From an optimization exercise on the open Yosys and OpenROAD flow, aimed at small area, a short achievable clock period and few clock cycles per item; shortcuts taken in it are not production practice. In this exercise RTL edits were held to simulation tests only and were not proved equivalent to the original. Power figures rest on the tool's default switching activity, not on a simulated workload.

==> run G: inputs <==
## mult_top
module mult_top (
    input  logic        clock,
    input  logic        reset,
    input  logic        in_valid,
    input  logic [31:0] in_rs1,
    input  logic [31:0] in_rs2,
    input  logic [5:0]  in_dest,
    input  logic [3:0]  in_bm,
    input  logic [2:0]  in_func,
    output logic        fu_free,
    input  logic [3:0]  b_mm_resolve,
    input  logic        b_mm_mispred,
    input  logic        cdb_gnt,
    output logic        out_valid,
    output logic [31:0] out_result,
    output logic [5:0]  out_dest
);
==> flow/config.mk <==
export PLATFORM = sky130hd
export DESIGN_NAME = mult_top
export DESIGN_NICKNAME = mult_top
export VERILOG_FILES = /design/flow/design.v
export SDC_FILE = /design/flow/constraint.sdc
export NUM_CORES = 4
export LEC_CHECK = 0
export CAP_MARGIN = 20
export CORE_MARGIN = 2
export CORE_UTILIZATION = 50
export CTS_BUF_LIST = sky130_fd_sc_hd__clkbuf_4 sky130_fd_sc_hd__clkbuf_8
export PLACE_DENSITY = 0.65
export SETUP_SLACK_MARGIN = 1.5
export SLEW_MARGIN = 20
export SYNTH_HIERARCHICAL = 1
export SYNTH_MINIMUM_KEEP_SIZE = 0
export TNS_END_PERCENT = 30
==> flow/constraint.sdc <==
create_clock -name core_clock -period 6.5 [get_ports {clock}]
set_input_delay 1.3000 -clock core_clock [delete_from_list [all_inputs] [get_ports {clock}]]
set_output_delay 1.3000 -clock core_clock [all_outputs]
set_load 0.01 [all_outputs]
standard.sh (not shown) runs the stock make flow with config.mk's settings and CLKGATE_MAP_FILE= SYNTH_SCRIPT=/design/flow/synth_recipe.tcl, a recipe that flattens the netlist after the stock synthesis.
==> flow/flow/run.sh <==
#!/bin/bash
# The standard layout (standard.sh) with two changes to how it is made:
# the input and output ports get plain buf_2 buffers (buffer_ports would
# otherwise pick a delay cell), and clock-tree synthesis inserts no dummy
# loads.  The full make output goes to standard.log in the work folder.
set -euo pipefail
export BUFFER_PORTS_ARGS="-buffer_cell sky130_fd_sc_hd__buf_2"
export CTS_ARGS="-sink_clustering_enable -repair_clock_nets -dont_use_dummy_load -buf_list {sky130_fd_sc_hd__clkbuf_4 sky130_fd_sc_hd__clkbuf_8}"
bash standard.sh > standard.log 2>&1
==> run Y (differences from run G) <==
==> flow/flow/run.sh (replaced) <==
#!/bin/bash
# The standard layout (standard.sh) with two changes to how it is made:
# the input and output ports get plain buf_4 buffers (buffer_ports would
# otherwise pick a delay cell), and clock-tree synthesis inserts no dummy
# loads.  The full make output goes to standard.log in the work folder.
set -euo pipefail
export BUFFER_PORTS_ARGS="-buffer_cell sky130_fd_sc_hd__buf_4"
export CTS_ARGS="-sink_clustering_enable -repair_clock_nets -dont_use_dummy_load -buf_list {sky130_fd_sc_hd__clkbuf_4 sky130_fd_sc_hd__clkbuf_8}"
bash standard.sh > standard.log 2>&1
TNS_END_PERCENT = default   (was 30)
==> run A (differences from run G) <==
PLACE_DENSITY = 0.75   (was 0.65)
TNS_END_PERCENT = 0   (was 30)
==> key figures <==
Status
  – Outcome: timing/DRC/antenna clean

Drt
  – Vias: 23400
  – Via density: 6.733
  – First-pass detailed-route iteration total: 6
  – DR WL met2: 48370 um
  – WL met3: 11680 um

Final layout
  – Clock-cell share of area: 0.6958%
  – Layout net count: 3374
  – Multi-input gate area: 0.02555 mm^2

Power
  – Sw frac: 52.11%
  – Internal Power: 10.53 mW
  – Worst vdd ir: 0.4336 mV

Worst setup path
  – Crit. Startpoint: t_q[54]
  – R2R Setup Slk: about 4300 ps

STA
  – Min cycle time layout: between 5000 and 6000 ps

Placed design
  – Post-DP HPWL: 72050 um
That was run Y.
==> key figures <==
Status
  – Outcome: timing/DRC/antenna clean

Drt
  – First-pass detailed-route iteration total: 5
  – Vias: approximately 23000
  – DR WL met2: 49280 um
  – Via density: 6.694

Final layout
  – Multi-input gate area: ~0.025 mm^2
  – Layout net count: 3404
  – Clock-cell share of area: 0.6993%

Power
  – Sw frac: 52.31%
  – Worst vdd ir: 0.4277 mV

Worst setup path
  – R2R Setup Slk: ~4600 ps
That was run G.
==> key figures <==
Final layout
  – Multi-input gate area: 0.02536 mm^2
  – Layout net count: between 3000 and 4000

STA
  – Min cycle time layout: 5166 ps

Drt
  – Vias: 23610

Power
  – Sw frac: 52.51%
  – Internal Power: between 10 and 15 mW
  – Worst vdd ir: 0.4489 mV

Status
  – Outcome: timing/DRC/antenna clean
That was run A.
Testbench counts of run G, summed over its fixed seeds: cycles 6,414, items 4,800.
Testbench counts of run Y, summed over its fixed seeds: cycles 6,414, items 4,800.
Testbench counts of run A, summed over its fixed seeds: cycles 6,414, items 4,800.

==> re-timing with driven ports <==
No port has a modelled driver above. Below, the same layouts with a new extraction and two added sets of constraints.
Step 1, drivers: a clkbuf_16 drives clock and a buf_2 each remaining input, both assumed.
Step 2, shift: input delay + t, output delay - t, t = (earliest + latest rising clock arrival at the registers) / 2. This alone moves slack from input paths to output paths.
a / b / c = no drivers / after step 1 / after step 2; a / b = the first two.
| run | shift t [ns] | slack for setup (ns) | worst data-port slew with drivers (ns) |
|---|---|---|---|
| run G | 0.508 | 1.442 / 1.393 / 0.906 | 0.13 |
| run Y | 0.520 | 1.458 / 1.409 / 0.944 | 0.16 |
| run A | 0.514 | 1.334 / 1.358 / 0.844 | 0.12 |
After both steps setup and hold are still met in every run listed. For run G, which loses most, drivers alone change the setup slack by -0.049 ns; drivers and shift together by -0.536 ns.
